This design comes from an exercise in tuning for small area, a short achievable clock period and few clock cycles per item on the open sky130 flow, not from production work. Where RTL was checked, it was by simulation tests only, not by an equivalence proof against the original. Power figures rest on the tool's default switching activity, not on a simulated workload.

Setup of oak:
// divider
module divider #
(
    parameter   [16:0] REGMASK = (17'b1_1111_1111_1111_1110)
)(
    input           i_rstn          ,
    input           i_sclk          ,
    input           i_input_valid   ,
    input   [15:0]  i_dividend      ,
    input   [15:0]  i_divisor       ,
    output          o_output_valid  ,
    output  [15:0]  o_quotient      ,
    output  [15:0]  o_remainder
);
    wire    [15:0]  w_rem [0:16];
    wire    [15:0]  w_aq  [0:16];    
    wire    [15:0]  w_dvs [0:16];
    wire    [16:0]  w_vld;
    wire    [15:0]  s_rem [0:16];
    wire    [15:0]  s_aq  [0:16];
    wire    [15:0]  s_dvs [0:16];
    wire    [16:0]  s_vld;
    assign w_rem[0] = 16'd0;
    assign w_aq[0]  = i_dividend;
    assign w_dvs[0] = i_divisor;
    assign w_vld[0] = i_input_valid;
    genvar k;
    generate for (k = 0; k <= 16; k = k + 1) begin : stage
        if (k >= 1) begin : row
            wire    [k-1:0] x  = (k == 1) ? s_aq[k-1][15] : {s_rem[k-1][k-2 >= 0 ? k-2 : 0:0], s_aq[k-1][15]};
            wire    [k-1:0] bl = s_dvs[k-1][k-1:0];
            wire    [k:0]   d  = {1'b0, x} - {1'b0, bl};
            wire            hz = (k == 16) ? 1'b1 : ~|(s_dvs[k-1] >> k);
            wire            q  = hz & ~d[k];
            wire    [k-1:0] r  = q ? d[k-1:0] : x;
            assign w_rem[k] = {{(16-k){1'b0}}, r};
            assign w_aq[k]  = {s_aq[k-1][14:0], q};
            assign w_dvs[k] = s_dvs[k-1];
            assign w_vld[k] = s_vld[k-1];
        end
        if (REGMASK[k]) begin : pipe
            reg         r_vld;
            reg [15:0]  r_aq;
            always @(posedge i_sclk or negedge i_rstn)
                if (!i_rstn) r_vld <= 1'b0;
                else         r_vld <= w_vld[k];
            always @(posedge i_sclk)
                r_aq <= w_aq[k];
            assign s_vld[k] = r_vld;
            assign s_aq[k]  = r_aq;
            if (k >= 1) begin : rem
                reg [k-1:0] r_rem;
  ...
Size in the first run: ~1800 cells after synthesis, roughly 650 flip-flops, ~68 I/O pins, about 21000 um^2 of cells after synthesis.
==> module divider, before the edit <==
module divider #
(
    parameter   [16:0] REGMASK = (17'b1_1111_1111_1111_1110)
)(
    input           i_rstn          ,
    input           i_sclk          ,
    input           i_input_valid   ,
    input   [15:0]  i_dividend      ,
    input   [15:0]  i_divisor       ,
    output          o_output_valid  ,
    output  [15:0]  o_quotient      ,
    output  [15:0]  o_remainder
);
    wire    [15:0]  w_rem [0:16];
    wire    [15:0]  w_aq  [0:16];    
    wire    [15:0]  w_dvs [0:16];
    wire    [16:0]  w_vld;
    wire    [15:0]  s_rem [0:16];
    wire    [15:0]  s_aq  [0:16];
    wire    [15:0]  s_dvs [0:16];
    wire    [16:0]  s_vld;
    assign w_rem[0] = 16'd0;
    assign w_aq[0]  = i_dividend;
    assign w_dvs[0] = i_divisor;
    assign w_vld[0] = i_input_valid;
    genvar k;
    generate for (k = 0; k <= 16; k = k + 1) begin : stage
        if (k >= 1) begin : row
            wire    [k-1:0] x  = (k == 1) ? s_aq[k-1][15] : {s_rem[k-1][k-2 >= 0 ? k-2 : 0:0], s_aq[k-1][15]};
            wire    [k-1:0] bl = s_dvs[k-1][k-1:0];
            wire    [k:0]   d  = {1'b0, x} - {1'b0, bl};
            wire            hz = (k == 16) ? 1'b1 : ~|(s_dvs[k-1] >> k);
            wire            q  = hz & ~d[k];
            wire    [k-1:0] r  = q ? d[k-1:0] : x;
            assign w_rem[k] = {{(16-k){1'b0}}, r};
            assign w_aq[k]  = {s_aq[k-1][14:0], q};
            assign w_dvs[k] = s_dvs[k-1];
            assign w_vld[k] = s_vld[k-1];
        end
        if (REGMASK[k]) begin : pipe
            reg         r_vld;
            reg [15:0]  r_aq;
            always @(posedge i_sclk or negedge i_rstn)
                if (!i_rstn) r_vld <= 1'b0;
                else         r_vld <= w_vld[k];
            always @(posedge i_sclk)
                r_aq <= w_aq[k];
            assign s_vld[k] = r_vld;
            assign s_aq[k]  = r_aq;
            if (k >= 1) begin : rem
                reg [k-1:0] r_rem;
                always @(posedge i_sclk)
                    r_rem <= w_rem[k][k-1:0];
                assign s_rem[k] = {{(16-k){1'b0}}, r_rem};
            end else begin : norem
                assign s_rem[k] = 16'd0;
            end
            if (k < 16) begin : dvs
                reg [15:0] r_dvs;
                always @(posedge i_sclk)
                    r_dvs <= w_dvs[k];
                assign s_dvs[k] = r_dvs;
            end else begin : nodvs
                assign s_dvs[k] = 16'd0;
            end
        end else begin : thru
            assign s_vld[k] = w_vld[k];
            assign s_aq[k]  = w_aq[k];
            assign s_rem[k] = w_rem[k];
            assign s_dvs[k] = w_dvs[k];
        end
    end
    endgenerate
    assign o_output_valid = s_vld[16];
    assign o_quotient     = s_aq[16];
    assign o_remainder    = s_rem[16];
endmodule
==> flow/config.mk <==
export PLATFORM = sky130hd
export DESIGN_NAME = divider
export DESIGN_NICKNAME = divider
export VERILOG_FILES = /design/flow/design.v
export SDC_FILE = /design/flow/constraint.sdc
export NUM_CORES = 4
export LEC_CHECK = 0
export ABC_CLOCK_PERIOD_IN_PS = 2600
export CAP_MARGIN = 20
export CORE_MARGIN = 2
export CORE_UTILIZATION = 45
export PLACE_DENSITY = 0.6
export SETUP_SLACK_MARGIN = 2.9
export SLEW_MARGIN = 20
==> flow/constraint.sdc <==
create_clock -name core_clock -period 5.5 [get_ports {i_sclk}]
set_input_delay 1.1000 -clock core_clock [delete_from_list [all_inputs] [get_ports {i_sclk}]]
set_output_delay 1.1000 -clock core_clock [all_outputs]
set_load 0.01 [all_outputs]
run.sh (not shown) runs the stock make flow with config.mk's settings and CLKGATE_MAP_FILE= SYNTH_SCRIPT=/design/flow/synth_recipe.tcl, a recipe that flattens the netlist after the stock synthesis.
Testbench counts of oak, summed over its fixed seeds: cycles 16,128, items 16,000.
What pine does differently from oak at the input level:
-- flow/design.v --
<<< oak, line 2
module divider #
(
    parameter   [16:0] REGMASK = (17'b1_1111_1111_1111_1110)
)(
    input           i_rstn          ,
>>> pine, line 2
module divider #
(
    parameter   [16:0] REGMASK = (17'b1_1111_1111_1010_1010)
)(
    input           i_rstn          ,
## What came out
- Vertical die dimension, oak and pine: smaller value in pine
- Against oak, pine comes in 3.1% lower on wire length of the first global-routing pass.
- Measured against pine, the count of plain and timing-repair buffers of oak comes out at 0.824 times the reference value.
- Measured against oak, the die area of pine comes out at 0.917 times the reference value.
- Between oak and pine, the flow reports internal power of the cells decreasing by more than 10%.
- Of the two candidates, oak has the worse design area and pine the better one.
- [compare] base=oak new=pine: timing-limited maximum frequency saw a decrease, synthesized cell area lost 1800 um^2, share of the final layout cell area in multi-input gates up 5.0 points, data arrival at the endpoint of the critical path now larger.
No functional check of the RTL was part of pine.

==> port drivers added, routing unchanged <==
Ports are ideal in the flow. The routed layouts listed here were re-timed in OpenROAD. Step 1 assumes that a clkbuf_16 drives the clock port and a buf_2 every other input. Step 2, shift: input delay + t, output delay - t, t = (earliest + latest rising clock arrival at the registers) / 2. This alone moves slack from input paths to output paths. Slacks: no drivers / after step 1 / after step 2; pairs: no drivers / after step 1.
run | t (ns) | setup WS [ns] | slew at the worst register clock pin (ns)
oak | 0.653 | 2.878 / 2.878 / 2.878 | 0.06 / 0.06
pine | 0.641 | 1.982 / 1.982 / 1.982 | 0.06 / 0.06
After both steps setup and hold are still met in every run listed.
